Source: an optimization exercise on an open RTL-to-GDS flow (aim: small area, a short achievable clock period and few clock cycles per item). Production flows keep margins and buffers that such runs may drop. At most, simulation tests tie the RTL to the original design; equivalence was not proved. For run 1, only the layout was checked, not whether the RTL still works.

==> flow/design.v (outline; a module is shown in full before it is edited, if it fits) <==
// module sqrt_binary_search: 885 lines
module sqrt_binary_search (
    input  logic        clk,
    input  logic        rst,         
    input  logic        valid_in,
    input  logic [15:0] x,           
    output logic [15:0] x_sqrt,      
    output logic        valid_out
);
  // ...
==> flow/flow/run.sh <==
#!/bin/bash
set -e
cp standard.sh standard_sh.log
cp synth_recipe.tcl synth_recipe_tcl.log
export BUFFER_PORTS_ARGS="-buffer_cell sky130_fd_sc_hd__buf_2"
bash standard.sh > standard.log 2>&1
==> flow/standard.sh <==
#!/bin/bash
# synth_recipe.tcl (not shown) runs the flow's synth.tcl, then flattens the netlist and writes it again
# the make line also repeats each setting of config.mk as NAME=value (left out here)
make -C /OpenROAD-flow-scripts/flow DESIGN_CONFIG=/design/flow/config.mk WORK_HOME=/design/flow/orfs CLKGATE_MAP_FILE= SYNTH_SCRIPT=/design/flow/synth_recipe.tcl "${@:-finish}"
==> flow/config.mk <==
export PLATFORM = sky130hd
export DESIGN_NAME = sqrt_binary_search
export DESIGN_NICKNAME = sqrt_binary_search
export VERILOG_FILES = /design/flow/design.v
export SDC_FILE = /design/flow/constraint.sdc
export NUM_CORES = 4
export LEC_CHECK = 0
export ABC_AREA = 1
export CAP_MARGIN = 20
export CORE_MARGIN = 2
export CORE_UTILIZATION = 40
export SETUP_SLACK_MARGIN = 1.5
export SLEW_MARGIN = 20
==> flow/constraint.sdc <==
create_clock -name core_clock -period 11.0 [get_ports {clk}]
set_input_delay 2.2000 -clock core_clock [delete_from_list [all_inputs] [get_ports {clk}]]
set_output_delay 2.2000 -clock core_clock [all_outputs]
set_load 0.01 [all_outputs]
==> impl_metrics.json, run 1 <==
{
  "dpl_cell_area_um2": 4110,
  "crit_cells": 43,
  "crit_buf_inv": 9,
  "met1_length_um": 4520,
  "synth-simple-area-share_pct": 50.4,
  "critical_path_arrival_ns": 6.45,
  "chipWidth_um": 102,
  "track_usage_pct": 18.4,
  "period_minus_slack_ns": 8.65,
  "min-delay-start": "x[1]",
  "synth-xor-area-share_pct": 11.4,
  "final-nonclk-buf-share_pct": 3.91,
  "area_growth_pct": 8.58,
  "required_ns": 8.80,
  "antenna_cells": 0,
  "overflow": 0,
  "worst-slew-pin-transition_ns": 0.761,
  "crit_fanout": 11,
  "final-seq-area_um2": 360,
  "cp-start-kind": "flip-flop",
  "status": "timing/DRC/antenna clean",
  "stdcell_area_um2": 4170,
  "seq_cells": 18,
  "avgSynthCellArea_um2": 5.87,
  "ctsResizeCount": 0,
  "clock_buffers": 4,
  "clkTransAtPathRegs_ns": 0.06,
  "hold_path_class": "primary input to flip-flop",
  "io_pins": 36,
  "hold_viol": 0,
  "gp_congestion": 0.883,
  "die_area_um2": 10400,
  "multi_input_area_share_pct": 70.9,
  "initial_core_util_pct": 41.3,
  "worstSetupEndpoint": "x_sqrt[0]",
  "taps": 129
}
==> module sqrt_binary_search, before the edit <==
module sqrt_binary_search (
    input  logic        clk,
    input  logic        rst,         
    input  logic        valid_in,
    input  logic [15:0] x,           
    output logic [15:0] x_sqrt,      
    output logic        valid_out
);
    wire [2:0] s_a0 = {1'b0, x[15:14]};
    wire [2:0] s_o0 = 3'b111;
    wire [2:0] s_g0_0 = s_a0 & s_o0;
    wire [2:0] s_p0_0 = s_a0 | s_o0;
    wire [2:0] s_g0_1, s_p0_1;
    assign s_g0_1[0] = s_g0_0[0];
    assign s_p0_1[0] = s_p0_0[0];
    assign s_g0_1[1] = s_g0_0[1] | (s_p0_0[1] & s_g0_0[0]);
    assign s_p0_1[1] = s_p0_0[1] & s_p0_0[0];
    assign s_g0_1[2] = s_g0_0[2];
    assign s_p0_1[2] = s_p0_0[2];
    wire [2:0] s_g0_2, s_p0_2;
    assign s_g0_2[0] = s_g0_1[0];
    assign s_p0_2[0] = s_p0_1[0];
    assign s_g0_2[1] = s_g0_1[1];
    assign s_p0_2[1] = s_p0_1[1];
    assign s_g0_2[2] = s_g0_1[2] | (s_p0_1[2] & s_g0_1[1]);
    assign s_p0_2[2] = s_p0_1[2] & s_p0_1[1];
    wire [2:0] s_c0 = {s_g0_2[1:0], 1'b0};
    wire [2:0] s_r1 = s_a0 ^ (s_o0 ^ s_c0);
    wire [0:0] s_q1 = ~s_r1[2];
    wire [3:0] s_a1 = {s_r1[1:0], x[13:12]};
    wire [3:0] s_o1 = {s_q1[0], s_q1 ^ {1{s_q1[0]}}, 2'b11};
    wire [3:0] s_g1_0 = s_a1 & s_o1;
    wire [3:0] s_p1_0 = s_a1 | s_o1;
    wire [3:0] s_g1_1, s_p1_1;
    assign s_g1_1[0] = s_g1_0[0];
    assign s_p1_1[0] = s_p1_0[0];
    assign s_g1_1[1] = s_g1_0[1] | (s_p1_0[1] & s_g1_0[0]);
    assign s_p1_1[1] = s_p1_0[1] & s_p1_0[0];
    assign s_g1_1[2] = s_g1_0[2];
    assign s_p1_1[2] = s_p1_0[2];
    assign s_g1_1[3] = s_g1_0[3] | (s_p1_0[3] & s_g1_0[2]);
    assign s_p1_1[3] = s_p1_0[3] & s_p1_0[2];
    wire [3:0] s_g1_2, s_p1_2;
    assign s_g1_2[0] = s_g1_1[0];
    assign s_p1_2[0] = s_p1_1[0];
    assign s_g1_2[1] = s_g1_1[1];
    assign s_p1_2[1] = s_p1_1[1];
    assign s_g1_2[2] = s_g1_1[2] | (s_p1_1[2] & s_g1_1[1]);
    assign s_p1_2[2] = s_p1_1[2] & s_p1_1[1];
    assign s_g1_2[3] = s_g1_1[3] | (s_p1_1[3] & s_g1_1[1]);
    assign s_p1_2[3] = s_p1_1[3] & s_p1_1[1];
    wire [3:0] s_c1 = {s_g1_2[2:0], 1'b0};
    wire [3:0] s_r2 = s_a1 ^ (s_o1 ^ s_c1);
    wire [1:0] s_q2 = {s_q1, ~s_r2[3]};
    wire [4:0] s_a2 = {s_r2[2:0], x[11:10]};
    wire [4:0] s_o2 = {s_q2[0], s_q2 ^ {2{s_q2[0]}}, 2'b11};
    wire [4:0] s_g2_0 = s_a2 & s_o2;
    wire [4:0] s_p2_0 = s_a2 | s_o2;
    wire [4:0] s_g2_1, s_p2_1;
    assign s_g2_1[0] = s_g2_0[0];
    assign s_p2_1[0] = s_p2_0[0];
    assign s_g2_1[1] = s_g2_0[1] | (s_p2_0[1] & s_g2_0[0]);
    assign s_p2_1[1] = s_p2_0[1] & s_p2_0[0];
    assign s_g2_1[2] = s_g2_0[2];
    assign s_p2_1[2] = s_p2_0[2];
    assign s_g2_1[3] = s_g2_0[3] | (s_p2_0[3] & s_g2_0[2]);
    assign s_p2_1[3] = s_p2_0[3] & s_p2_0[2];
    assign s_g2_1[4] = s_g2_0[4];
    assign s_p2_1[4] = s_p2_0[4];
    wire [4:0] s_g2_2, s_p2_2;
    assign s_g2_2[0] = s_g2_1[0];
    assign s_p2_2[0] = s_p2_1[0];
    assign s_g2_2[1] = s_g2_1[1];
    assign s_p2_2[1] = s_p2_1[1];
    assign s_g2_2[2] = s_g2_1[2] | (s_p2_1[2] & s_g2_1[1]);
    assign s_p2_2[2] = s_p2_1[2] & s_p2_1[1];
    assign s_g2_2[3] = s_g2_1[3] | (s_p2_1[3] & s_g2_1[1]);
    assign s_p2_2[3] = s_p2_1[3] & s_p2_1[1];
    assign s_g2_2[4] = s_g2_1[4];
    assign s_p2_2[4] = s_p2_1[4];
    wire [4:0] s_g2_3, s_p2_3;
    assign s_g2_3[0] = s_g2_2[0];
    assign s_p2_3[0] = s_p2_2[0];
    assign s_g2_3[1] = s_g2_2[1];
    assign s_p2_3[1] = s_p2_2[1];
    assign s_g2_3[2] = s_g2_2[2];
    assign s_p2_3[2] = s_p2_2[2];
    assign s_g2_3[3] = s_g2_2[3];
    assign s_p2_3[3] = s_p2_2[3];
    assign s_g2_3[4] = s_g2_2[4] | (s_p2_2[4] & s_g2_2[3]);
    assign s_p2_3[4] = s_p2_2[4] & s_p2_2[3];
    wire [4:0] s_c2 = {s_g2_3[3:0], 1'b0};
    wire [4:0] s_r3 = s_a2 ^ (s_o2 ^ s_c2);
    wire [2:0] s_q3 = {s_q2, ~s_r3[4]};
    wire [5:0] s_a3 = {s_r3[3:0], x[9:8]};
    wire [5:0] s_o3 = {s_q3[0], s_q3 ^ {3{s_q3[0]}}, 2'b11};
    wire [5:0] s_g3_0 = s_a3 & s_o3;
    wire [5:0] s_p3_0 = s_a3 | s_o3;
    wire [5:0] s_g3_1, s_p3_1;
    assign s_g3_1[0] = s_g3_0[0];
    assign s_p3_1[0] = s_p3_0[0];
    assign s_g3_1[1] = s_g3_0[1] | (s_p3_0[1] & s_g3_0[0]);
    assign s_p3_1[1] = s_p3_0[1] & s_p3_0[0];
    assign s_g3_1[2] = s_g3_0[2];
    assign s_p3_1[2] = s_p3_0[2];
    assign s_g3_1[3] = s_g3_0[3] | (s_p3_0[3] & s_g3_0[2]);
    assign s_p3_1[3] = s_p3_0[3] & s_p3_0[2];
    assign s_g3_1[4] = s_g3_0[4];
    assign s_p3_1[4] = s_p3_0[4];
    assign s_g3_1[5] = s_g3_0[5] | (s_p3_0[5] & s_g3_0[4]);
    assign s_p3_1[5] = s_p3_0[5] & s_p3_0[4];
    wire [5:0] s_g3_2, s_p3_2;
    assign s_g3_2[0] = s_g3_1[0];
    assign s_p3_2[0] = s_p3_1[0];
    assign s_g3_2[1] = s_g3_1[1];
    assign s_p3_2[1] = s_p3_1[1];
    assign s_g3_2[2] = s_g3_1[2] | (s_p3_1[2] & s_g3_1[1]);
    assign s_p3_2[2] = s_p3_1[2] & s_p3_1[1];
    assign s_g3_2[3] = s_g3_1[3] | (s_p3_1[3] & s_g3_1[1]);
    assign s_p3_2[3] = s_p3_1[3] & s_p3_1[1];
    assign s_g3_2[4] = s_g3_1[4];
    assign s_p3_2[4] = s_p3_1[4];
    assign s_g3_2[5] = s_g3_1[5];
    assign s_p3_2[5] = s_p3_1[5];
    wire [5:0] s_g3_3, s_p3_3;
    assign s_g3_3[0] = s_g3_2[0];
    assign s_p3_3[0] = s_p3_2[0];
    assign s_g3_3[1] = s_g3_2[1];
    assign s_p3_3[1] = s_p3_2[1];
    assign s_g3_3[2] = s_g3_2[2];
    assign s_p3_3[2] = s_p3_2[2];
    assign s_g3_3[3] = s_g3_2[3];
    assign s_p3_3[3] = s_p3_2[3];
    assign s_g3_3[4] = s_g3_2[4] | (s_p3_2[4] & s_g3_2[3]);
    assign s_p3_3[4] = s_p3_2[4] & s_p3_2[3];
    assign s_g3_3[5] = s_g3_2[5] | (s_p3_2[5] & s_g3_2[3]);
    assign s_p3_3[5] = s_p3_2[5] & s_p3_2[3];
    wire [5:0] s_c3 = {s_g3_3[4:0], 1'b0};
    wire [5:0] s_r4 = s_a3 ^ (s_o3 ^ s_c3);
    wire [3:0] s_q4 = {s_q3, ~s_r4[5]};
    wire [6:0] s_a4 = {s_r4[4:0], x[7:6]};
    wire [6:0] s_o4 = {s_q4[0], s_q4 ^ {4{s_q4[0]}}, 2'b11};
    wire [6:0] s_g4_0 = s_a4 & s_o4;
    wire [6:0] s_p4_0 = s_a4 | s_o4;
    wire [6:0] s_g4_1, s_p4_1;
    assign s_g4_1[0] = s_g4_0[0];
    assign s_p4_1[0] = s_p4_0[0];
    assign s_g4_1[1] = s_g4_0[1] | (s_p4_0[1] & s_g4_0[0]);
    assign s_p4_1[1] = s_p4_0[1] & s_p4_0[0];
    assign s_g4_1[2] = s_g4_0[2];
    assign s_p4_1[2] = s_p4_0[2];
    assign s_g4_1[3] = s_g4_0[3] | (s_p4_0[3] & s_g4_0[2]);
    assign s_p4_1[3] = s_p4_0[3] & s_p4_0[2];
    assign s_g4_1[4] = s_g4_0[4];
    assign s_p4_1[4] = s_p4_0[4];
    assign s_g4_1[5] = s_g4_0[5] | (s_p4_0[5] & s_g4_0[4]);
    assign s_p4_1[5] = s_p4_0[5] & s_p4_0[4];
    assign s_g4_1[6] = s_g4_0[6];
    assign s_p4_1[6] = s_p4_0[6];
    wire [6:0] s_g4_2, s_p4_2;
    assign s_g4_2[0] = s_g4_1[0];
    assign s_p4_2[0] = s_p4_1[0];
    assign s_g4_2[1] = s_g4_1[1];
    assign s_p4_2[1] = s_p4_1[1];
    assign s_g4_2[2] = s_g4_1[2] | (s_p4_1[2] & s_g4_1[1]);
    assign s_p4_2[2] = s_p4_1[2] & s_p4_1[1];
    assign s_g4_2[3] = s_g4_1[3] | (s_p4_1[3] & s_g4_1[1]);
    assign s_p4_2[3] = s_p4_1[3] & s_p4_1[1];
    assign s_g4_2[4] = s_g4_1[4];
    assign s_p4_2[4] = s_p4_1[4];
    assign s_g4_2[5] = s_g4_1[5];
    assign s_p4_2[5] = s_p4_1[5];
    assign s_g4_2[6] = s_g4_1[6] | (s_p4_1[6] & s_g4_1[5]);
    assign s_p4_2[6] = s_p4_1[6] & s_p4_1[5];
    wire [6:0] s_g4_3, s_p4_3;
    assign s_g4_3[0] = s_g4_2[0];
    assign s_p4_3[0] = s_p4_2[0];
    assign s_g4_3[1] = s_g4_2[1];
    assign s_p4_3[1] = s_p4_2[1];
    assign s_g4_3[2] = s_g4_2[2];
    assign s_p4_3[2] = s_p4_2[2];
    assign s_g4_3[3] = s_g4_2[3];
    assign s_p4_3[3] = s_p4_2[3];
    assign s_g4_3[4] = s_g4_2[4] | (s_p4_2[4] & s_g4_2[3]);
    assign s_p4_3[4] = s_p4_2[4] & s_p4_2[3];
    assign s_g4_3[5] = s_g4_2[5] | (s_p4_2[5] & s_g4_2[3]);
    assign s_p4_3[5] = s_p4_2[5] & s_p4_2[3];
    assign s_g4_3[6] = s_g4_2[6] | (s_p4_2[6] & s_g4_2[3]);
    assign s_p4_3[6] = s_p4_2[6] & s_p4_2[3];
    wire [6:0] s_c4 = {s_g4_3[5:0], 1'b0};
    wire [6:0] s_r5 = s_a4 ^ (s_o4 ^ s_c4);
    wire [4:0] s_q5 = {s_q4, ~s_r5[6]};
    wire [7:0] s_a5 = {s_r5[5:0], x[5:4]};
    wire [7:0] s_o5 = {s_q5[0], s_q5 ^ {5{s_q5[0]}}, 2'b11};
    wire [7:0] s_g5_0 = s_a5 & s_o5;
    wire [7:0] s_p5_0 = s_a5 | s_o5;
    wire [7:0] s_g5_1, s_p5_1;
    assign s_g5_1[0] = s_g5_0[0];
    assign s_p5_1[0] = s_p5_0[0];
    assign s_g5_1[1] = s_g5_0[1] | (s_p5_0[1] & s_g5_0[0]);
    assign s_p5_1[1] = s_p5_0[1] & s_p5_0[0];
    assign s_g5_1[2] = s_g5_0[2];
    assign s_p5_1[2] = s_p5_0[2];
    assign s_g5_1[3] = s_g5_0[3] | (s_p5_0[3] & s_g5_0[2]);
    assign s_p5_1[3] = s_p5_0[3] & s_p5_0[2];
    assign s_g5_1[4] = s_g5_0[4];
    assign s_p5_1[4] = s_p5_0[4];
    assign s_g5_1[5] = s_g5_0[5] | (s_p5_0[5] & s_g5_0[4]);
    assign s_p5_1[5] = s_p5_0[5] & s_p5_0[4];
    assign s_g5_1[6] = s_g5_0[6];
    assign s_p5_1[6] = s_p5_0[6];
    assign s_g5_1[7] = s_g5_0[7] | (s_p5_0[7] & s_g5_0[6]);
    assign s_p5_1[7] = s_p5_0[7] & s_p5_0[6];
    wire [7:0] s_g5_2, s_p5_2;
    assign s_g5_2[0] = s_g5_1[0];
    assign s_p5_2[0] = s_p5_1[0];
    assign s_g5_2[1] = s_g5_1[1];
    assign s_p5_2[1] = s_p5_1[1];
    assign s_g5_2[2] = s_g5_1[2] | (s_p5_1[2] & s_g5_1[1]);
    assign s_p5_2[2] = s_p5_1[2] & s_p5_1[1];
    assign s_g5_2[3] = s_g5_1[3] | (s_p5_1[3] & s_g5_1[1]);
    assign s_p5_2[3] = s_p5_1[3] & s_p5_1[1];
    assign s_g5_2[4] = s_g5_1[4];
    assign s_p5_2[4] = s_p5_1[4];
    assign s_g5_2[5] = s_g5_1[5];
    assign s_p5_2[5] = s_p5_1[5];
    assign s_g5_2[6] = s_g5_1[6] | (s_p5_1[6] & s_g5_1[5]);
    assign s_p5_2[6] = s_p5_1[6] & s_p5_1[5];
    assign s_g5_2[7] = s_g5_1[7] | (s_p5_1[7] & s_g5_1[5]);
    assign s_p5_2[7] = s_p5_1[7] & s_p5_1[5];
    wire [7:0] s_g5_3, s_p5_3;
    assign s_g5_3[0] = s_g5_2[0];
    assign s_p5_3[0] = s_p5_2[0];
    assign s_g5_3[1] = s_g5_2[1];
    assign s_p5_3[1] = s_p5_2[1];
    assign s_g5_3[2] = s_g5_2[2];
    assign s_p5_3[2] = s_p5_2[2];
    assign s_g5_3[3] = s_g5_2[3];
    assign s_p5_3[3] = s_p5_2[3];
    assign s_g5_3[4] = s_g5_2[4] | (s_p5_2[4] & s_g5_2[3]);
    assign s_p5_3[4] = s_p5_2[4] & s_p5_2[3];
    assign s_g5_3[5] = s_g5_2[5] | (s_p5_2[5] & s_g5_2[3]);
    assign s_p5_3[5] = s_p5_2[5] & s_p5_2[3];
    assign s_g5_3[6] = s_g5_2[6] | (s_p5_2[6] & s_g5_2[3]);
    assign s_p5_3[6] = s_p5_2[6] & s_p5_2[3];
    assign s_g5_3[7] = s_g5_2[7] | (s_p5_2[7] & s_g5_2[3]);
    assign s_p5_3[7] = s_p5_2[7] & s_p5_2[3];
    wire [7:0] s_c5 = {s_g5_3[6:0], 1'b0};
    wire [7:0] s_r6 = s_a5 ^ (s_o5 ^ s_c5);
    wire [5:0] s_q6 = {s_q5, ~s_r6[7]};
    wire [8:0] s_a6 = {s_r6[6:0], x[3:2]};
    wire [8:0] s_o6 = {s_q6[0], s_q6 ^ {6{s_q6[0]}}, 2'b11};
    wire [8:0] s_g6_0 = s_a6 & s_o6;
    wire [8:0] s_p6_0 = s_a6 | s_o6;
    wire [8:0] s_g6_1, s_p6_1;
    assign s_g6_1[0] = s_g6_0[0];
    assign s_p6_1[0] = s_p6_0[0];
    assign s_g6_1[1] = s_g6_0[1] | (s_p6_0[1] & s_g6_0[0]);
    assign s_p6_1[1] = s_p6_0[1] & s_p6_0[0];
    assign s_g6_1[2] = s_g6_0[2];
    assign s_p6_1[2] = s_p6_0[2];
    assign s_g6_1[3] = s_g6_0[3] | (s_p6_0[3] & s_g6_0[2]);
    assign s_p6_1[3] = s_p6_0[3] & s_p6_0[2];
    assign s_g6_1[4] = s_g6_0[4];
    assign s_p6_1[4] = s_p6_0[4];
    assign s_g6_1[5] = s_g6_0[5] | (s_p6_0[5] & s_g6_0[4]);
    assign s_p6_1[5] = s_p6_0[5] & s_p6_0[4];
    assign s_g6_1[6] = s_g6_0[6];
    assign s_p6_1[6] = s_p6_0[6];
    assign s_g6_1[7] = s_g6_0[7] | (s_p6_0[7] & s_g6_0[6]);
    assign s_p6_1[7] = s_p6_0[7] & s_p6_0[6];
    assign s_g6_1[8] = s_g6_0[8];
    assign s_p6_1[8] = s_p6_0[8];
    wire [8:0] s_g6_2, s_p6_2;
    assign s_g6_2[0] = s_g6_1[0];
    assign s_p6_2[0] = s_p6_1[0];
    assign s_g6_2[1] = s_g6_1[1];
    assign s_p6_2[1] = s_p6_1[1];
    assign s_g6_2[2] = s_g6_1[2] | (s_p6_1[2] & s_g6_1[1]);
    assign s_p6_2[2] = s_p6_1[2] & s_p6_1[1];
    assign s_g6_2[3] = s_g6_1[3] | (s_p6_1[3] & s_g6_1[1]);
    assign s_p6_2[3] = s_p6_1[3] & s_p6_1[1];
    assign s_g6_2[4] = s_g6_1[4];
    assign s_p6_2[4] = s_p6_1[4];
    assign s_g6_2[5] = s_g6_1[5];
    assign s_p6_2[5] = s_p6_1[5];
    assign s_g6_2[6] = s_g6_1[6] | (s_p6_1[6] & s_g6_1[5]);
    assign s_p6_2[6] = s_p6_1[6] & s_p6_1[5];
    assign s_g6_2[7] = s_g6_1[7] | (s_p6_1[7] & s_g6_1[5]);
    assign s_p6_2[7] = s_p6_1[7] & s_p6_1[5];
    assign s_g6_2[8] = s_g6_1[8];
    assign s_p6_2[8] = s_p6_1[8];
    wire [8:0] s_g6_3, s_p6_3;
    assign s_g6_3[0] = s_g6_2[0];
    assign s_p6_3[0] = s_p6_2[0];
    assign s_g6_3[1] = s_g6_2[1];
    assign s_p6_3[1] = s_p6_2[1];
    assign s_g6_3[2] = s_g6_2[2];
    assign s_p6_3[2] = s_p6_2[2];
    assign s_g6_3[3] = s_g6_2[3];
    assign s_p6_3[3] = s_p6_2[3];
    assign s_g6_3[4] = s_g6_2[4] | (s_p6_2[4] & s_g6_2[3]);
    assign s_p6_3[4] = s_p6_2[4] & s_p6_2[3];
    assign s_g6_3[5] = s_g6_2[5] | (s_p6_2[5] & s_g6_2[3]);
    assign s_p6_3[5] = s_p6_2[5] & s_p6_2[3];
    assign s_g6_3[6] = s_g6_2[6] | (s_p6_2[6] & s_g6_2[3]);
    assign s_p6_3[6] = s_p6_2[6] & s_p6_2[3];
    assign s_g6_3[7] = s_g6_2[7] | (s_p6_2[7] & s_g6_2[3]);
    assign s_p6_3[7] = s_p6_2[7] & s_p6_2[3];
    assign s_g6_3[8] = s_g6_2[8];
    assign s_p6_3[8] = s_p6_2[8];
    wire [8:0] s_g6_4, s_p6_4;
    assign s_g6_4[0] = s_g6_3[0];
    assign s_p6_4[0] = s_p6_3[0];
    assign s_g6_4[1] = s_g6_3[1];
    assign s_p6_4[1] = s_p6_3[1];
    assign s_g6_4[2] = s_g6_3[2];
    assign s_p6_4[2] = s_p6_3[2];
    assign s_g6_4[3] = s_g6_3[3];
    assign s_p6_4[3] = s_p6_3[3];
    assign s_g6_4[4] = s_g6_3[4];
    assign s_p6_4[4] = s_p6_3[4];
    assign s_g6_4[5] = s_g6_3[5];
    assign s_p6_4[5] = s_p6_3[5];
    assign s_g6_4[6] = s_g6_3[6];
    assign s_p6_4[6] = s_p6_3[6];
    assign s_g6_4[7] = s_g6_3[7];
    assign s_p6_4[7] = s_p6_3[7];
    assign s_g6_4[8] = s_g6_3[8] | (s_p6_3[8] & s_g6_3[7]);
    assign s_p6_4[8] = s_p6_3[8] & s_p6_3[7];
    wire [8:0] s_c6 = {s_g6_4[7:0], 1'b0};
    wire [8:0] s_r7 = s_a6 ^ (s_o6 ^ s_c6);
    wire [6:0] s_q7 = {s_q6, ~s_r7[8]};
    logic s_r;                
    logic [5:0] o_r;      
    logic [8:0] r_r;
    logic [1:0] x_r;
    logic v_r;
    always_ff @(posedge clk) begin
        if (rst) v_r <= 1'b0;
        else     v_r <= valid_in;
        s_r <= s_q7[0];
        o_r <= s_q7[6:1] ^ {6{s_q7[0]}};
        r_r <= s_r7;
        x_r <= x[1:0];
    end
    wire [6:0] q_r = {o_r ^ {6{s_r}}, s_r};
    wire [9:0] t_a7 = {r_r[7:0], x_r[1:0]};
    wire [9:0] t_o7 = {s_r, o_r, 1'b0, 2'b11};
    wire [9:0] t_g7_0 = t_a7 & t_o7;
    wire [9:0] t_p7_0 = t_a7 | t_o7;
    wire [9:0] t_g7_1, t_p7_1;
    assign t_g7_1[0] = t_g7_0[0];
    assign t_p7_1[0] = t_p7_0[0];
    assign t_g7_1[1] = t_g7_0[1] | (t_p7_0[1] & t_g7_0[0]);
    assign t_p7_1[1] = t_p7_0[1] & t_p7_0[0];
    assign t_g7_1[2] = t_g7_0[2];
    assign t_p7_1[2] = t_p7_0[2];
    assign t_g7_1[3] = t_g7_0[3] | (t_p7_0[3] & t_g7_0[2]);
    assign t_p7_1[3] = t_p7_0[3] & t_p7_0[2];
    assign t_g7_1[4] = t_g7_0[4];
    assign t_p7_1[4] = t_p7_0[4];
    assign t_g7_1[5] = t_g7_0[5] | (t_p7_0[5] & t_g7_0[4]);
    assign t_p7_1[5] = t_p7_0[5] & t_p7_0[4];
    assign t_g7_1[6] = t_g7_0[6];
    assign t_p7_1[6] = t_p7_0[6];
    assign t_g7_1[7] = t_g7_0[7] | (t_p7_0[7] & t_g7_0[6]);
    assign t_p7_1[7] = t_p7_0[7] & t_p7_0[6];
    assign t_g7_1[8] = t_g7_0[8];
    assign t_p7_1[8] = t_p7_0[8];
    assign t_g7_1[9] = t_g7_0[9] | (t_p7_0[9] & t_g7_0[8]);
    assign t_p7_1[9] = t_p7_0[9] & t_p7_0[8];
    wire [9:0] t_g7_2, t_p7_2;
    assign t_g7_2[0] = t_g7_1[0];
    assign t_p7_2[0] = t_p7_1[0];
    assign t_g7_2[1] = t_g7_1[1];
    assign t_p7_2[1] = t_p7_1[1];
    assign t_g7_2[2] = t_g7_1[2] | (t_p7_1[2] & t_g7_1[1]);
    assign t_p7_2[2] = t_p7_1[2] & t_p7_1[1];
    assign t_g7_2[3] = t_g7_1[3] | (t_p7_1[3] & t_g7_1[1]);
    assign t_p7_2[3] = t_p7_1[3] & t_p7_1[1];
    assign t_g7_2[4] = t_g7_1[4];
    assign t_p7_2[4] = t_p7_1[4];
    assign t_g7_2[5] = t_g7_1[5];
    assign t_p7_2[5] = t_p7_1[5];
    assign t_g7_2[6] = t_g7_1[6] | (t_p7_1[6] & t_g7_1[5]);
    assign t_p7_2[6] = t_p7_1[6] & t_p7_1[5];
    assign t_g7_2[7] = t_g7_1[7] | (t_p7_1[7] & t_g7_1[5]);
    assign t_p7_2[7] = t_p7_1[7] & t_p7_1[5];
    assign t_g7_2[8] = t_g7_1[8];
    assign t_p7_2[8] = t_p7_1[8];
    assign t_g7_2[9] = t_g7_1[9];
    assign t_p7_2[9] = t_p7_1[9];
    wire [9:0] t_g7_3, t_p7_3;
    assign t_g7_3[0] = t_g7_2[0];
    assign t_p7_3[0] = t_p7_2[0];
    assign t_g7_3[1] = t_g7_2[1];
    assign t_p7_3[1] = t_p7_2[1];
    assign t_g7_3[2] = t_g7_2[2];
    assign t_p7_3[2] = t_p7_2[2];
    assign t_g7_3[3] = t_g7_2[3];
    assign t_p7_3[3] = t_p7_2[3];
    assign t_g7_3[4] = t_g7_2[4] | (t_p7_2[4] & t_g7_2[3]);
    assign t_p7_3[4] = t_p7_2[4] & t_p7_2[3];
    assign t_g7_3[5] = t_g7_2[5] | (t_p7_2[5] & t_g7_2[3]);
    assign t_p7_3[5] = t_p7_2[5] & t_p7_2[3];
    assign t_g7_3[6] = t_g7_2[6] | (t_p7_2[6] & t_g7_2[3]);
    assign t_p7_3[6] = t_p7_2[6] & t_p7_2[3];
    assign t_g7_3[7] = t_g7_2[7] | (t_p7_2[7] & t_g7_2[3]);
    assign t_p7_3[7] = t_p7_2[7] & t_p7_2[3];
    assign t_g7_3[8] = t_g7_2[8];
    assign t_p7_3[8] = t_p7_2[8];
    assign t_g7_3[9] = t_g7_2[9];
    assign t_p7_3[9] = t_p7_2[9];
    wire [9:0] t_g7_4, t_p7_4;
    assign t_g7_4[0] = t_g7_3[0];
    assign t_p7_4[0] = t_p7_3[0];
    assign t_g7_4[1] = t_g7_3[1];
    assign t_p7_4[1] = t_p7_3[1];
    assign t_g7_4[2] = t_g7_3[2];
    assign t_p7_4[2] = t_p7_3[2];
    assign t_g7_4[3] = t_g7_3[3];
    assign t_p7_4[3] = t_p7_3[3];
    assign t_g7_4[4] = t_g7_3[4];
    assign t_p7_4[4] = t_p7_3[4];
    assign t_g7_4[5] = t_g7_3[5];
    assign t_p7_4[5] = t_p7_3[5];
    assign t_g7_4[6] = t_g7_3[6];
    assign t_p7_4[6] = t_p7_3[6];
    assign t_g7_4[7] = t_g7_3[7];
    assign t_p7_4[7] = t_p7_3[7];
    assign t_g7_4[8] = t_g7_3[8] | (t_p7_3[8] & t_g7_3[7]);
    assign t_p7_4[8] = t_p7_3[8] & t_p7_3[7];
    assign t_g7_4[9] = t_g7_3[9] | (t_p7_3[9] & t_g7_3[7]);
    assign t_p7_4[9] = t_p7_3[9] & t_p7_3[7];
    wire [9:0] t_c7 = {t_g7_4[8:0], 1'b0};
    wire [9:0] t_r8 = t_a7 ^ (t_o7 ^ t_c7);
    wire [7:0] t_q8 = {q_r, ~t_r8[9]};
    wire [10:0] t_a8 = {t_r8[8:0], 2'b00};
    wire [10:0] t_o8 = {t_q8[0], t_q8 ^ {8{t_q8[0]}}, 2'b11};
    wire [10:0] t_g8_0 = t_a8 & t_o8;
    wire [10:0] t_p8_0 = t_a8 | t_o8;
    wire [10:0] t_g8_1, t_p8_1;
    assign t_g8_1[0] = t_g8_0[0];
    assign t_p8_1[0] = t_p8_0[0];
    assign t_g8_1[1] = t_g8_0[1] | (t_p8_0[1] & t_g8_0[0]);
    assign t_p8_1[1] = t_p8_0[1] & t_p8_0[0];
    assign t_g8_1[2] = t_g8_0[2];
    assign t_p8_1[2] = t_p8_0[2];
    assign t_g8_1[3] = t_g8_0[3] | (t_p8_0[3] & t_g8_0[2]);
    assign t_p8_1[3] = t_p8_0[3] & t_p8_0[2];
    assign t_g8_1[4] = t_g8_0[4];
    assign t_p8_1[4] = t_p8_0[4];
    assign t_g8_1[5] = t_g8_0[5] | (t_p8_0[5] & t_g8_0[4]);
    assign t_p8_1[5] = t_p8_0[5] & t_p8_0[4];
    assign t_g8_1[6] = t_g8_0[6];
    assign t_p8_1[6] = t_p8_0[6];
    assign t_g8_1[7] = t_g8_0[7] | (t_p8_0[7] & t_g8_0[6]);
    assign t_p8_1[7] = t_p8_0[7] & t_p8_0[6];
    assign t_g8_1[8] = t_g8_0[8];
    assign t_p8_1[8] = t_p8_0[8];
    assign t_g8_1[9] = t_g8_0[9] | (t_p8_0[9] & t_g8_0[8]);
    assign t_p8_1[9] = t_p8_0[9] & t_p8_0[8];
    assign t_g8_1[10] = t_g8_0[10];
    assign t_p8_1[10] = t_p8_0[10];
    wire [10:0] t_g8_2, t_p8_2;
    assign t_g8_2[0] = t_g8_1[0];
    assign t_p8_2[0] = t_p8_1[0];
    assign t_g8_2[1] = t_g8_1[1];
    assign t_p8_2[1] = t_p8_1[1];
    assign t_g8_2[2] = t_g8_1[2] | (t_p8_1[2] & t_g8_1[1]);
    assign t_p8_2[2] = t_p8_1[2] & t_p8_1[1];
    assign t_g8_2[3] = t_g8_1[3] | (t_p8_1[3] & t_g8_1[1]);
    assign t_p8_2[3] = t_p8_1[3] & t_p8_1[1];
    assign t_g8_2[4] = t_g8_1[4];
    assign t_p8_2[4] = t_p8_1[4];
    assign t_g8_2[5] = t_g8_1[5];
    assign t_p8_2[5] = t_p8_1[5];
    assign t_g8_2[6] = t_g8_1[6] | (t_p8_1[6] & t_g8_1[5]);
    assign t_p8_2[6] = t_p8_1[6] & t_p8_1[5];
    assign t_g8_2[7] = t_g8_1[7] | (t_p8_1[7] & t_g8_1[5]);
    assign t_p8_2[7] = t_p8_1[7] & t_p8_1[5];
    assign t_g8_2[8] = t_g8_1[8];
    assign t_p8_2[8] = t_p8_1[8];
    assign t_g8_2[9] = t_g8_1[9];
    assign t_p8_2[9] = t_p8_1[9];
    assign t_g8_2[10] = t_g8_1[10] | (t_p8_1[10] & t_g8_1[9]);
    assign t_p8_2[10] = t_p8_1[10] & t_p8_1[9];
    wire [10:0] t_g8_3, t_p8_3;
    assign t_g8_3[0] = t_g8_2[0];
    assign t_p8_3[0] = t_p8_2[0];
    assign t_g8_3[1] = t_g8_2[1];
    assign t_p8_3[1] = t_p8_2[1];
    assign t_g8_3[2] = t_g8_2[2];
    assign t_p8_3[2] = t_p8_2[2];
    assign t_g8_3[3] = t_g8_2[3];
    assign t_p8_3[3] = t_p8_2[3];
    assign t_g8_3[4] = t_g8_2[4] | (t_p8_2[4] & t_g8_2[3]);
    assign t_p8_3[4] = t_p8_2[4] & t_p8_2[3];
    assign t_g8_3[5] = t_g8_2[5] | (t_p8_2[5] & t_g8_2[3]);
    assign t_p8_3[5] = t_p8_2[5] & t_p8_2[3];
    assign t_g8_3[6] = t_g8_2[6] | (t_p8_2[6] & t_g8_2[3]);
    assign t_p8_3[6] = t_p8_2[6] & t_p8_2[3];
    assign t_g8_3[7] = t_g8_2[7] | (t_p8_2[7] & t_g8_2[3]);
    assign t_p8_3[7] = t_p8_2[7] & t_p8_2[3];
    assign t_g8_3[8] = t_g8_2[8];
    assign t_p8_3[8] = t_p8_2[8];
    assign t_g8_3[9] = t_g8_2[9];
    assign t_p8_3[9] = t_p8_2[9];
    assign t_g8_3[10] = t_g8_2[10];
    assign t_p8_3[10] = t_p8_2[10];
    wire [10:0] t_g8_4, t_p8_4;
    assign t_g8_4[0] = t_g8_3[0];
    assign t_p8_4[0] = t_p8_3[0];
    assign t_g8_4[1] = t_g8_3[1];
    assign t_p8_4[1] = t_p8_3[1];
    assign t_g8_4[2] = t_g8_3[2];
    assign t_p8_4[2] = t_p8_3[2];
    assign t_g8_4[3] = t_g8_3[3];
    assign t_p8_4[3] = t_p8_3[3];
    assign t_g8_4[4] = t_g8_3[4];
    assign t_p8_4[4] = t_p8_3[4];
    assign t_g8_4[5] = t_g8_3[5];
    assign t_p8_4[5] = t_p8_3[5];
    assign t_g8_4[6] = t_g8_3[6];
    assign t_p8_4[6] = t_p8_3[6];
    assign t_g8_4[7] = t_g8_3[7];
    assign t_p8_4[7] = t_p8_3[7];
    assign t_g8_4[8] = t_g8_3[8] | (t_p8_3[8] & t_g8_3[7]);
    assign t_p8_4[8] = t_p8_3[8] & t_p8_3[7];
    assign t_g8_4[9] = t_g8_3[9] | (t_p8_3[9] & t_g8_3[7]);
    assign t_p8_4[9] = t_p8_3[9] & t_p8_3[7];
    assign t_g8_4[10] = t_g8_3[10] | (t_p8_3[10] & t_g8_3[7]);
    assign t_p8_4[10] = t_p8_3[10] & t_p8_3[7];
    wire [10:0] t_c8 = {t_g8_4[9:0], 1'b0};
    wire [10:0] t_r9 = t_a8 ^ (t_o8 ^ t_c8);
    wire [8:0] t_q9 = {t_q8, ~t_r9[10]};
    wire [11:0] t_a9 = {t_r9[9:0], 2'b00};
    wire [11:0] t_o9 = {t_q9[0], t_q9 ^ {9{t_q9[0]}}, 2'b11};
    wire [11:0] t_g9_0 = t_a9 & t_o9;
    wire [11:0] t_p9_0 = t_a9 | t_o9;
    wire [11:0] t_g9_1, t_p9_1;
    assign t_g9_1[0] = t_g9_0[0];
    assign t_p9_1[0] = t_p9_0[0];
    assign t_g9_1[1] = t_g9_0[1] | (t_p9_0[1] & t_g9_0[0]);
    assign t_p9_1[1] = t_p9_0[1] & t_p9_0[0];
    assign t_g9_1[2] = t_g9_0[2];
    assign t_p9_1[2] = t_p9_0[2];
    assign t_g9_1[3] = t_g9_0[3] | (t_p9_0[3] & t_g9_0[2]);
    assign t_p9_1[3] = t_p9_0[3] & t_p9_0[2];
    assign t_g9_1[4] = t_g9_0[4];
    assign t_p9_1[4] = t_p9_0[4];
    assign t_g9_1[5] = t_g9_0[5] | (t_p9_0[5] & t_g9_0[4]);
    assign t_p9_1[5] = t_p9_0[5] & t_p9_0[4];
    assign t_g9_1[6] = t_g9_0[6];
    assign t_p9_1[6] = t_p9_0[6];
    assign t_g9_1[7] = t_g9_0[7] | (t_p9_0[7] & t_g9_0[6]);
    assign t_p9_1[7] = t_p9_0[7] & t_p9_0[6];
    assign t_g9_1[8] = t_g9_0[8];
    assign t_p9_1[8] = t_p9_0[8];
    assign t_g9_1[9] = t_g9_0[9] | (t_p9_0[9] & t_g9_0[8]);
    assign t_p9_1[9] = t_p9_0[9] & t_p9_0[8];
    assign t_g9_1[10] = t_g9_0[10];
    assign t_p9_1[10] = t_p9_0[10];
    assign t_g9_1[11] = t_g9_0[11] | (t_p9_0[11] & t_g9_0[10]);
    assign t_p9_1[11] = t_p9_0[11] & t_p9_0[10];
    wire [11:0] t_g9_2, t_p9_2;
    assign t_g9_2[0] = t_g9_1[0];
    assign t_p9_2[0] = t_p9_1[0];
    assign t_g9_2[1] = t_g9_1[1];
    assign t_p9_2[1] = t_p9_1[1];
    assign t_g9_2[2] = t_g9_1[2] | (t_p9_1[2] & t_g9_1[1]);
    assign t_p9_2[2] = t_p9_1[2] & t_p9_1[1];
    assign t_g9_2[3] = t_g9_1[3] | (t_p9_1[3] & t_g9_1[1]);
    assign t_p9_2[3] = t_p9_1[3] & t_p9_1[1];
    assign t_g9_2[4] = t_g9_1[4];
    assign t_p9_2[4] = t_p9_1[4];
    assign t_g9_2[5] = t_g9_1[5];
    assign t_p9_2[5] = t_p9_1[5];
    assign t_g9_2[6] = t_g9_1[6] | (t_p9_1[6] & t_g9_1[5]);
    assign t_p9_2[6] = t_p9_1[6] & t_p9_1[5];
    assign t_g9_2[7] = t_g9_1[7] | (t_p9_1[7] & t_g9_1[5]);
    assign t_p9_2[7] = t_p9_1[7] & t_p9_1[5];
    assign t_g9_2[8] = t_g9_1[8];
    assign t_p9_2[8] = t_p9_1[8];
    assign t_g9_2[9] = t_g9_1[9];
    assign t_p9_2[9] = t_p9_1[9];
    assign t_g9_2[10] = t_g9_1[10] | (t_p9_1[10] & t_g9_1[9]);
    assign t_p9_2[10] = t_p9_1[10] & t_p9_1[9];
    assign t_g9_2[11] = t_g9_1[11] | (t_p9_1[11] & t_g9_1[9]);
    assign t_p9_2[11] = t_p9_1[11] & t_p9_1[9];
    wire [11:0] t_g9_3, t_p9_3;
    assign t_g9_3[0] = t_g9_2[0];
    assign t_p9_3[0] = t_p9_2[0];
    assign t_g9_3[1] = t_g9_2[1];
    assign t_p9_3[1] = t_p9_2[1];
    assign t_g9_3[2] = t_g9_2[2];
    assign t_p9_3[2] = t_p9_2[2];
    assign t_g9_3[3] = t_g9_2[3];
    assign t_p9_3[3] = t_p9_2[3];
    assign t_g9_3[4] = t_g9_2[4] | (t_p9_2[4] & t_g9_2[3]);
    assign t_p9_3[4] = t_p9_2[4] & t_p9_2[3];
    assign t_g9_3[5] = t_g9_2[5] | (t_p9_2[5] & t_g9_2[3]);
    assign t_p9_3[5] = t_p9_2[5] & t_p9_2[3];
    assign t_g9_3[6] = t_g9_2[6] | (t_p9_2[6] & t_g9_2[3]);
    assign t_p9_3[6] = t_p9_2[6] & t_p9_2[3];
    assign t_g9_3[7] = t_g9_2[7] | (t_p9_2[7] & t_g9_2[3]);
    assign t_p9_3[7] = t_p9_2[7] & t_p9_2[3];
    assign t_g9_3[8] = t_g9_2[8];
    assign t_p9_3[8] = t_p9_2[8];
    assign t_g9_3[9] = t_g9_2[9];
    assign t_p9_3[9] = t_p9_2[9];
    assign t_g9_3[10] = t_g9_2[10];
    assign t_p9_3[10] = t_p9_2[10];
    assign t_g9_3[11] = t_g9_2[11];
    assign t_p9_3[11] = t_p9_2[11];
    wire [11:0] t_g9_4, t_p9_4;
    assign t_g9_4[0] = t_g9_3[0];
    assign t_p9_4[0] = t_p9_3[0];
    assign t_g9_4[1] = t_g9_3[1];
    assign t_p9_4[1] = t_p9_3[1];
    assign t_g9_4[2] = t_g9_3[2];
    assign t_p9_4[2] = t_p9_3[2];
    assign t_g9_4[3] = t_g9_3[3];
    assign t_p9_4[3] = t_p9_3[3];
    assign t_g9_4[4] = t_g9_3[4];
    assign t_p9_4[4] = t_p9_3[4];
    assign t_g9_4[5] = t_g9_3[5];
    assign t_p9_4[5] = t_p9_3[5];
    assign t_g9_4[6] = t_g9_3[6];
    assign t_p9_4[6] = t_p9_3[6];
    assign t_g9_4[7] = t_g9_3[7];
    assign t_p9_4[7] = t_p9_3[7];
    assign t_g9_4[8] = t_g9_3[8] | (t_p9_3[8] & t_g9_3[7]);
    assign t_p9_4[8] = t_p9_3[8] & t_p9_3[7];
    assign t_g9_4[9] = t_g9_3[9] | (t_p9_3[9] & t_g9_3[7]);
    assign t_p9_4[9] = t_p9_3[9] & t_p9_3[7];
    assign t_g9_4[10] = t_g9_3[10] | (t_p9_3[10] & t_g9_3[7]);
    assign t_p9_4[10] = t_p9_3[10] & t_p9_3[7];
    assign t_g9_4[11] = t_g9_3[11] | (t_p9_3[11] & t_g9_3[7]);
    assign t_p9_4[11] = t_p9_3[11] & t_p9_3[7];
    wire [11:0] t_c9 = {t_g9_4[10:0], 1'b0};
    wire [11:0] t_r10 = t_a9 ^ (t_o9 ^ t_c9);
    wire [9:0] t_q10 = {t_q9, ~t_r10[11]};
    wire [12:0] t_a10 = {t_r10[10:0], 2'b00};
    wire [12:0] t_o10 = {t_q10[0], t_q10 ^ {10{t_q10[0]}}, 2'b11};
    wire [12:0] t_g10_0 = t_a10 & t_o10;
    wire [12:0] t_p10_0 = t_a10 | t_o10;
    wire [12:0] t_g10_1, t_p10_1;
    assign t_g10_1[0] = t_g10_0[0];
    assign t_p10_1[0] = t_p10_0[0];
    assign t_g10_1[1] = t_g10_0[1] | (t_p10_0[1] & t_g10_0[0]);
    assign t_p10_1[1] = t_p10_0[1] & t_p10_0[0];
    assign t_g10_1[2] = t_g10_0[2];
    assign t_p10_1[2] = t_p10_0[2];
    assign t_g10_1[3] = t_g10_0[3] | (t_p10_0[3] & t_g10_0[2]);
    assign t_p10_1[3] = t_p10_0[3] & t_p10_0[2];
    assign t_g10_1[4] = t_g10_0[4];
    assign t_p10_1[4] = t_p10_0[4];
    assign t_g10_1[5] = t_g10_0[5] | (t_p10_0[5] & t_g10_0[4]);
    assign t_p10_1[5] = t_p10_0[5] & t_p10_0[4];
    assign t_g10_1[6] = t_g10_0[6];
    assign t_p10_1[6] = t_p10_0[6];
    assign t_g10_1[7] = t_g10_0[7] | (t_p10_0[7] & t_g10_0[6]);
    assign t_p10_1[7] = t_p10_0[7] & t_p10_0[6];
    assign t_g10_1[8] = t_g10_0[8];
    assign t_p10_1[8] = t_p10_0[8];
    assign t_g10_1[9] = t_g10_0[9] | (t_p10_0[9] & t_g10_0[8]);
    assign t_p10_1[9] = t_p10_0[9] & t_p10_0[8];
    assign t_g10_1[10] = t_g10_0[10];
    assign t_p10_1[10] = t_p10_0[10];
    assign t_g10_1[11] = t_g10_0[11] | (t_p10_0[11] & t_g10_0[10]);
    assign t_p10_1[11] = t_p10_0[11] & t_p10_0[10];
    assign t_g10_1[12] = t_g10_0[12];
    assign t_p10_1[12] = t_p10_0[12];
    wire [12:0] t_g10_2, t_p10_2;
    assign t_g10_2[0] = t_g10_1[0];
    assign t_p10_2[0] = t_p10_1[0];
    assign t_g10_2[1] = t_g10_1[1];
    assign t_p10_2[1] = t_p10_1[1];
    assign t_g10_2[2] = t_g10_1[2] | (t_p10_1[2] & t_g10_1[1]);
    assign t_p10_2[2] = t_p10_1[2] & t_p10_1[1];
    assign t_g10_2[3] = t_g10_1[3] | (t_p10_1[3] & t_g10_1[1]);
    assign t_p10_2[3] = t_p10_1[3] & t_p10_1[1];
    assign t_g10_2[4] = t_g10_1[4];
    assign t_p10_2[4] = t_p10_1[4];
    assign t_g10_2[5] = t_g10_1[5];
    assign t_p10_2[5] = t_p10_1[5];
    assign t_g10_2[6] = t_g10_1[6] | (t_p10_1[6] & t_g10_1[5]);
    assign t_p10_2[6] = t_p10_1[6] & t_p10_1[5];
    assign t_g10_2[7] = t_g10_1[7] | (t_p10_1[7] & t_g10_1[5]);
    assign t_p10_2[7] = t_p10_1[7] & t_p10_1[5];
    assign t_g10_2[8] = t_g10_1[8];
    assign t_p10_2[8] = t_p10_1[8];
    assign t_g10_2[9] = t_g10_1[9];
    assign t_p10_2[9] = t_p10_1[9];
    assign t_g10_2[10] = t_g10_1[10] | (t_p10_1[10] & t_g10_1[9]);
    assign t_p10_2[10] = t_p10_1[10] & t_p10_1[9];
    assign t_g10_2[11] = t_g10_1[11] | (t_p10_1[11] & t_g10_1[9]);
    assign t_p10_2[11] = t_p10_1[11] & t_p10_1[9];
    assign t_g10_2[12] = t_g10_1[12];
    assign t_p10_2[12] = t_p10_1[12];
    wire [12:0] t_g10_3, t_p10_3;
    assign t_g10_3[0] = t_g10_2[0];
    assign t_p10_3[0] = t_p10_2[0];
    assign t_g10_3[1] = t_g10_2[1];
    assign t_p10_3[1] = t_p10_2[1];
    assign t_g10_3[2] = t_g10_2[2];
    assign t_p10_3[2] = t_p10_2[2];
    assign t_g10_3[3] = t_g10_2[3];
    assign t_p10_3[3] = t_p10_2[3];
    assign t_g10_3[4] = t_g10_2[4] | (t_p10_2[4] & t_g10_2[3]);
    assign t_p10_3[4] = t_p10_2[4] & t_p10_2[3];
    assign t_g10_3[5] = t_g10_2[5] | (t_p10_2[5] & t_g10_2[3]);
    assign t_p10_3[5] = t_p10_2[5] & t_p10_2[3];
    assign t_g10_3[6] = t_g10_2[6] | (t_p10_2[6] & t_g10_2[3]);
    assign t_p10_3[6] = t_p10_2[6] & t_p10_2[3];
    assign t_g10_3[7] = t_g10_2[7] | (t_p10_2[7] & t_g10_2[3]);
    assign t_p10_3[7] = t_p10_2[7] & t_p10_2[3];
    assign t_g10_3[8] = t_g10_2[8];
    assign t_p10_3[8] = t_p10_2[8];
    assign t_g10_3[9] = t_g10_2[9];
    assign t_p10_3[9] = t_p10_2[9];
    assign t_g10_3[10] = t_g10_2[10];
    assign t_p10_3[10] = t_p10_2[10];
    assign t_g10_3[11] = t_g10_2[11];
    assign t_p10_3[11] = t_p10_2[11];
    assign t_g10_3[12] = t_g10_2[12] | (t_p10_2[12] & t_g10_2[11]);
    assign t_p10_3[12] = t_p10_2[12] & t_p10_2[11];
    wire [12:0] t_g10_4, t_p10_4;
    assign t_g10_4[0] = t_g10_3[0];
    assign t_p10_4[0] = t_p10_3[0];
    assign t_g10_4[1] = t_g10_3[1];
    assign t_p10_4[1] = t_p10_3[1];
    assign t_g10_4[2] = t_g10_3[2];
    assign t_p10_4[2] = t_p10_3[2];
    assign t_g10_4[3] = t_g10_3[3];
    assign t_p10_4[3] = t_p10_3[3];
    assign t_g10_4[4] = t_g10_3[4];
    assign t_p10_4[4] = t_p10_3[4];
    assign t_g10_4[5] = t_g10_3[5];
    assign t_p10_4[5] = t_p10_3[5];
    assign t_g10_4[6] = t_g10_3[6];
    assign t_p10_4[6] = t_p10_3[6];
    assign t_g10_4[7] = t_g10_3[7];
    assign t_p10_4[7] = t_p10_3[7];
    assign t_g10_4[8] = t_g10_3[8] | (t_p10_3[8] & t_g10_3[7]);
    assign t_p10_4[8] = t_p10_3[8] & t_p10_3[7];
    assign t_g10_4[9] = t_g10_3[9] | (t_p10_3[9] & t_g10_3[7]);
    assign t_p10_4[9] = t_p10_3[9] & t_p10_3[7];
    assign t_g10_4[10] = t_g10_3[10] | (t_p10_3[10] & t_g10_3[7]);
    assign t_p10_4[10] = t_p10_3[10] & t_p10_3[7];
    assign t_g10_4[11] = t_g10_3[11] | (t_p10_3[11] & t_g10_3[7]);
    assign t_p10_4[11] = t_p10_3[11] & t_p10_3[7];
    assign t_g10_4[12] = t_g10_3[12] | (t_p10_3[12] & t_g10_3[7]);
    assign t_p10_4[12] = t_p10_3[12] & t_p10_3[7];
    wire [12:0] t_c10 = {t_g10_4[11:0], 1'b0};
    wire [12:0] t_r11 = t_a10 ^ (t_o10 ^ t_c10);
    wire [10:0] t_q11 = {t_q10, ~t_r11[12]};
    wire [13:0] t_a11 = {t_r11[11:0], 2'b00};
    wire [13:0] t_o11 = {t_q11[0], t_q11 ^ {11{t_q11[0]}}, 2'b11};
    wire [13:0] t_g11_0 = t_a11 & t_o11;
    wire [13:0] t_p11_0 = t_a11 | t_o11;
    wire [13:0] t_g11_1, t_p11_1;
    assign t_g11_1[0] = t_g11_0[0];
    assign t_p11_1[0] = t_p11_0[0];
    assign t_g11_1[1] = t_g11_0[1] | (t_p11_0[1] & t_g11_0[0]);
    assign t_p11_1[1] = t_p11_0[1] & t_p11_0[0];
    assign t_g11_1[2] = t_g11_0[2];
    assign t_p11_1[2] = t_p11_0[2];
    assign t_g11_1[3] = t_g11_0[3] | (t_p11_0[3] & t_g11_0[2]);
    assign t_p11_1[3] = t_p11_0[3] & t_p11_0[2];
    assign t_g11_1[4] = t_g11_0[4];
    assign t_p11_1[4] = t_p11_0[4];
    assign t_g11_1[5] = t_g11_0[5] | (t_p11_0[5] & t_g11_0[4]);
    assign t_p11_1[5] = t_p11_0[5] & t_p11_0[4];
    assign t_g11_1[6] = t_g11_0[6];
    assign t_p11_1[6] = t_p11_0[6];
    assign t_g11_1[7] = t_g11_0[7] | (t_p11_0[7] & t_g11_0[6]);
    assign t_p11_1[7] = t_p11_0[7] & t_p11_0[6];
    assign t_g11_1[8] = t_g11_0[8];
    assign t_p11_1[8] = t_p11_0[8];
    assign t_g11_1[9] = t_g11_0[9] | (t_p11_0[9] & t_g11_0[8]);
    assign t_p11_1[9] = t_p11_0[9] & t_p11_0[8];
    assign t_g11_1[10] = t_g11_0[10];
    assign t_p11_1[10] = t_p11_0[10];
    assign t_g11_1[11] = t_g11_0[11] | (t_p11_0[11] & t_g11_0[10]);
    assign t_p11_1[11] = t_p11_0[11] & t_p11_0[10];
    assign t_g11_1[12] = t_g11_0[12];
    assign t_p11_1[12] = t_p11_0[12];
    assign t_g11_1[13] = t_g11_0[13] | (t_p11_0[13] & t_g11_0[12]);
    assign t_p11_1[13] = t_p11_0[13] & t_p11_0[12];
    wire [13:0] t_g11_2, t_p11_2;
    assign t_g11_2[0] = t_g11_1[0];
    assign t_p11_2[0] = t_p11_1[0];
    assign t_g11_2[1] = t_g11_1[1];
    assign t_p11_2[1] = t_p11_1[1];
    assign t_g11_2[2] = t_g11_1[2] | (t_p11_1[2] & t_g11_1[1]);
    assign t_p11_2[2] = t_p11_1[2] & t_p11_1[1];
    assign t_g11_2[3] = t_g11_1[3] | (t_p11_1[3] & t_g11_1[1]);
    assign t_p11_2[3] = t_p11_1[3] & t_p11_1[1];
    assign t_g11_2[4] = t_g11_1[4];
    assign t_p11_2[4] = t_p11_1[4];
    assign t_g11_2[5] = t_g11_1[5];
    assign t_p11_2[5] = t_p11_1[5];
    assign t_g11_2[6] = t_g11_1[6] | (t_p11_1[6] & t_g11_1[5]);
    assign t_p11_2[6] = t_p11_1[6] & t_p11_1[5];
    assign t_g11_2[7] = t_g11_1[7] | (t_p11_1[7] & t_g11_1[5]);
    assign t_p11_2[7] = t_p11_1[7] & t_p11_1[5];
    assign t_g11_2[8] = t_g11_1[8];
    assign t_p11_2[8] = t_p11_1[8];
    assign t_g11_2[9] = t_g11_1[9];
    assign t_p11_2[9] = t_p11_1[9];
    assign t_g11_2[10] = t_g11_1[10] | (t_p11_1[10] & t_g11_1[9]);
    assign t_p11_2[10] = t_p11_1[10] & t_p11_1[9];
    assign t_g11_2[11] = t_g11_1[11] | (t_p11_1[11] & t_g11_1[9]);
    assign t_p11_2[11] = t_p11_1[11] & t_p11_1[9];
    assign t_g11_2[12] = t_g11_1[12];
    assign t_p11_2[12] = t_p11_1[12];
    assign t_g11_2[13] = t_g11_1[13];
    assign t_p11_2[13] = t_p11_1[13];
    wire [13:0] t_g11_3, t_p11_3;
    assign t_g11_3[0] = t_g11_2[0];
    assign t_p11_3[0] = t_p11_2[0];
    assign t_g11_3[1] = t_g11_2[1];
    assign t_p11_3[1] = t_p11_2[1];
    assign t_g11_3[2] = t_g11_2[2];
    assign t_p11_3[2] = t_p11_2[2];
    assign t_g11_3[3] = t_g11_2[3];
    assign t_p11_3[3] = t_p11_2[3];
    assign t_g11_3[4] = t_g11_2[4] | (t_p11_2[4] & t_g11_2[3]);
    assign t_p11_3[4] = t_p11_2[4] & t_p11_2[3];
    assign t_g11_3[5] = t_g11_2[5] | (t_p11_2[5] & t_g11_2[3]);
    assign t_p11_3[5] = t_p11_2[5] & t_p11_2[3];
    assign t_g11_3[6] = t_g11_2[6] | (t_p11_2[6] & t_g11_2[3]);
    assign t_p11_3[6] = t_p11_2[6] & t_p11_2[3];
    assign t_g11_3[7] = t_g11_2[7] | (t_p11_2[7] & t_g11_2[3]);
    assign t_p11_3[7] = t_p11_2[7] & t_p11_2[3];
    assign t_g11_3[8] = t_g11_2[8];
    assign t_p11_3[8] = t_p11_2[8];
    assign t_g11_3[9] = t_g11_2[9];
    assign t_p11_3[9] = t_p11_2[9];
    assign t_g11_3[10] = t_g11_2[10];
    assign t_p11_3[10] = t_p11_2[10];
    assign t_g11_3[11] = t_g11_2[11];
    assign t_p11_3[11] = t_p11_2[11];
    assign t_g11_3[12] = t_g11_2[12] | (t_p11_2[12] & t_g11_2[11]);
    assign t_p11_3[12] = t_p11_2[12] & t_p11_2[11];
    assign t_g11_3[13] = t_g11_2[13] | (t_p11_2[13] & t_g11_2[11]);
    assign t_p11_3[13] = t_p11_2[13] & t_p11_2[11];
    wire [13:0] t_g11_4, t_p11_4;
    assign t_g11_4[0] = t_g11_3[0];
    assign t_p11_4[0] = t_p11_3[0];
    assign t_g11_4[1] = t_g11_3[1];
    assign t_p11_4[1] = t_p11_3[1];
    assign t_g11_4[2] = t_g11_3[2];
    assign t_p11_4[2] = t_p11_3[2];
    assign t_g11_4[3] = t_g11_3[3];
    assign t_p11_4[3] = t_p11_3[3];
    assign t_g11_4[4] = t_g11_3[4];
    assign t_p11_4[4] = t_p11_3[4];
    assign t_g11_4[5] = t_g11_3[5];
    assign t_p11_4[5] = t_p11_3[5];
    assign t_g11_4[6] = t_g11_3[6];
    assign t_p11_4[6] = t_p11_3[6];
    assign t_g11_4[7] = t_g11_3[7];
    assign t_p11_4[7] = t_p11_3[7];
    assign t_g11_4[8] = t_g11_3[8] | (t_p11_3[8] & t_g11_3[7]);
    assign t_p11_4[8] = t_p11_3[8] & t_p11_3[7];
    assign t_g11_4[9] = t_g11_3[9] | (t_p11_3[9] & t_g11_3[7]);
    assign t_p11_4[9] = t_p11_3[9] & t_p11_3[7];
    assign t_g11_4[10] = t_g11_3[10] | (t_p11_3[10] & t_g11_3[7]);
    assign t_p11_4[10] = t_p11_3[10] & t_p11_3[7];
    assign t_g11_4[11] = t_g11_3[11] | (t_p11_3[11] & t_g11_3[7]);
    assign t_p11_4[11] = t_p11_3[11] & t_p11_3[7];
    assign t_g11_4[12] = t_g11_3[12] | (t_p11_3[12] & t_g11_3[7]);
    assign t_p11_4[12] = t_p11_3[12] & t_p11_3[7];
    assign t_g11_4[13] = t_g11_3[13] | (t_p11_3[13] & t_g11_3[7]);
    assign t_p11_4[13] = t_p11_3[13] & t_p11_3[7];
    wire [13:0] t_c11 = {t_g11_4[12:0], 1'b0};
    wire [13:0] t_r12 = t_a11 ^ (t_o11 ^ t_c11);
    wire [11:0] t_q12 = {t_q11, ~t_r12[13]};
    assign x_sqrt    = {4'd0, t_q12};
    assign valid_out = v_r;
endmodule
==> run 2, diff against run 1 <==
--- a/flow/design.v
+++ b/flow/design.v
@@ -333,4 +333,3 @@
     wire [6:0] s_q7 = {s_q6, ~s_r7[8]};
-    logic s_r;                
-    logic [5:0] o_r;      
+    logic [6:0] q_r;
     logic [8:0] r_r;
@@ -341,4 +340,3 @@
         else     v_r <= valid_in;
-        s_r <= s_q7[0];
-        o_r <= s_q7[6:1] ^ {6{s_q7[0]}};
+        q_r <= s_q7;
         r_r <= s_r7;
@@ -346,5 +344,4 @@
     end
-    wire [6:0] q_r = {o_r ^ {6{s_r}}, s_r};
     wire [9:0] t_a7 = {r_r[7:0], x_r[1:0]};
-    wire [9:0] t_o7 = {s_r, o_r, 1'b0, 2'b11};
+    wire [9:0] t_o7 = {q_r[0], q_r ^ {7{q_r[0]}}, 2'b11};
     wire [9:0] t_g7_0 = t_a7 & t_o7;
==> flow/flow/run.sh (replaced) <==
#!/bin/bash
# The standard layout (standard.sh), with two changes:
#  - no adder-cell mapping in synthesis (ADDER_MAP_FILE empty): ABC maps the
#    adders from plain gates instead of the slow ha/fa cells;
#  - buf_2 cells as the port buffers (buffer_ports otherwise picks the slow
#    clkdlybuf4s50_1).
set -e
export ADDER_MAP_FILE=
export BUFFER_PORTS_ARGS="-buffer_cell sky130_fd_sc_hd__buf_2"
bash standard.sh > standard.log 2>&1
==> impl_metrics.json, run 2 <==
{
  "cp_slowest_cell": "dfxtp_1",
  "cp-start-kind": "flip-flop",
  "fin_crit_sh_pct": 74.6,
  "syn-cell-area_um2": 3840,
  "drtAntennaViolNets": 0,
  "gp_congestion": 0.897,
  "numCtsBuffers": 3,
  "clkTransAtPathRegs_ns": 0.06,
  "nets": 716,
  "largest_register_ffs": 8,
  "grt_pass1_wl_um": 16600,
  "hold_path_class": "primary input to flip-flop",
  "place_hpwl_um": 8000,
  "critPathTopFamily": "simple AND/OR/NAND/NOR gates",
  "crit_fanout": 16,
  "syn_inst": 669,
  "cts_root_buf": "clkbuf_8",
  "setup_viol": 0,
  "wl_per_cell_um": 11.5,
  "cts_tree": "done",
  "min-delay-start": "x[0]",
  "initial_core_util_pct": 41.3,
  "slew_viol_final": 0,
  "critPathKind": "flip-flop to output port",
  "synth-main-ff-cell": "dfxtp_1",
  "drive_gt1_share_pct": 20.4,
  "track_usage_pct": 19.5,
  "clockBufferDepth": 2,
  "synth.most_common_cell": "nand2_1",
  "synth_edf_count": 0,
  "drc_errors": 0,
  "grt_max_degree": 17,
  "max_cap_viol_count": 0,
  "drt-initial-drc-count": 140,
  "hold_viol": 0,
  "route.vias.total": 3921,
  "fmax_ghz": 0.122,
  "yosys_register_bits": 18,
  "worst-slew-pin-transition_ns": 0.701,
  "clock_sinks": 18,
  "avgSynthCellArea_um2": 5.74,
  "layoutNonFillerInstCount": 825,
  "seq_area_frac_synth_pct": 9.39,
  "antenna_found_initial": 0,
  "crit_buf_inv": 5,
  "synthArstFlopShare_pct": 0,
  "final_common_cell": "nand2_1",
  "die_area_um2": 10400,
  "largest-register": "r_r",
  "cts_hold_buf": 0,
  "first_pass_iters": 5,
  "synth.area.top_cells": "nand2_1, nand3_1, dfxtp_1",
  "placed_cells": 821,
  "final_util_pct": 44.2,
  "die_y_um": 102,
  "synth_top_area_cell": "nand2_1",
  "ctsResizeCount": 0,
  "io_pins": 36,
  "cp_common_cell": "nand2_1",
  "rsz0062_at_grt": "false",
  "hold_ws_ns": 2.04,
  "yosysTopAreaCellShare_pct": 23.5,
  "grt_pass1_vias": 3765,
  "required_ns": 8.80,
  "h-tree-depth": 1,
  "period_minus_slack_ns": 8.21,
  "critical_path_arrival_ns": 6.01,
  "wl_um": 9490,
  "top_regs": "r_r: 8 flops, q_r: 7 flops, x_r: 2 flops",
  "port_buffers": 31,
  "overflow": 0,
  "status": "timing/DRC/antenna clean",
  "final_cell_mix": "nand2_1, inv_1, nand3_1",
  "postCtsSetupBuffers": 0,
  "chipWidth_um": 102,
  "synth_common_cells": "nand2_1, inv_1, nand3_1",
  "area_growth_pct": 6.88,
  "cp-startpoint": "q_r[0]",
  "cp-end-kind": "output port",
  "core_um2": 9280,
  "avgViaCountPerCell": 4.75,
  "antenna_cells": 0,
  "yosysWarnings": 1,
  "num_rows": 35,
  "fin_tns_setup_ns": 0,
  "relSlewSlack_pct": 53.2,
  "max_stage_delay_ns": 0.77,
  "yosys.cell_types.count": 42
}
## run 2: cell types whose count changed after synthesis, sizes merged, moves of 4 or more
cell,delta
xnor2,-4
fa,-10
inv,-33
nand2,+35
xor2,+16
ha,-14
nand3,+5
nor2,+8
## run 2: cell type report
type                       instances  area, µm²
multi-input combinational        550       3020
fill                            1009       5180
sequential                        18        360
tap                              129        161
timing repair buffer              31        155
clock buffer                       4       55.1
inverter                          93        353
## run 2: layer usage
layer  share of wire, %  GRT usage (%)
met1                 45           24.1
met2                 48           35.9
met3                4.0           1.78
met4                2.2           5.54
met5                  0              0
## run 2: cell families after synthesis
kind of cell / after synthesis / share of synthesized area (%)
AND/OR/NAND/NOR: 455 / 58.5
other: 1 / 0.0977
XOR/XNOR: 61 / 14.5
AO/OA/AOI/OAI: 29 / 4.92
buffers and inverters: 104 / 12.3
adder cells (fa/ha/maj): 1 / 0.261
flip-flops: 18 / 9.39
## run 2: path summary, 6_finish.rpt
| check | slack (ns) | cells after the start | endpoint |
|---|---|---|---|
| hold / removal | 2.04 | 1 | x_r[0] |
| setup / recovery | 2.79 | 50 | x_sqrt[0] |
## run 2: stage by stage
step	area (µm²)	worst slack, ns
after floorplan	3850	4.24
after global placement	4050	3.26
after detailed placement	4050	3.11
after CTS	4100	2.82
after global routing	4100	2.11
final	4100	2.79
Testbench counts of run 2, summed over its fixed seeds: cycles 262,148, items 262,144.

## afterwards: timing with drivers on the ports
Ports are ideal in the flow. The routed layouts listed here were re-timed in OpenROAD. Step 1 sets driving cells, clkbuf_16 on the clock port and buf_2 on the other inputs (assumed; they add their load-dependent delay and slew). Step 2 adds t to the input delays and takes it off the output delays; t is the mean of the earliest and latest rising clock arrival at the registers after step 1. Input paths then give back, and output paths get back, about the clock's delay inside the block. a / b / c = ideal / step 1 / step 2; a / b = the first two.
| run | t, ns | setup slack, ns | latest minus earliest clock arrival (ns) |
|---|---|---|---|
| run 1 | 0.270 | 2.352 / 2.329 / 2.599 | 0.004 / 0.004 |
| run 2 | 0.274 | 2.791 / 2.766 / 3.040 | 0.004 / 0.004 |
After both steps every run listed still meets setup and hold.
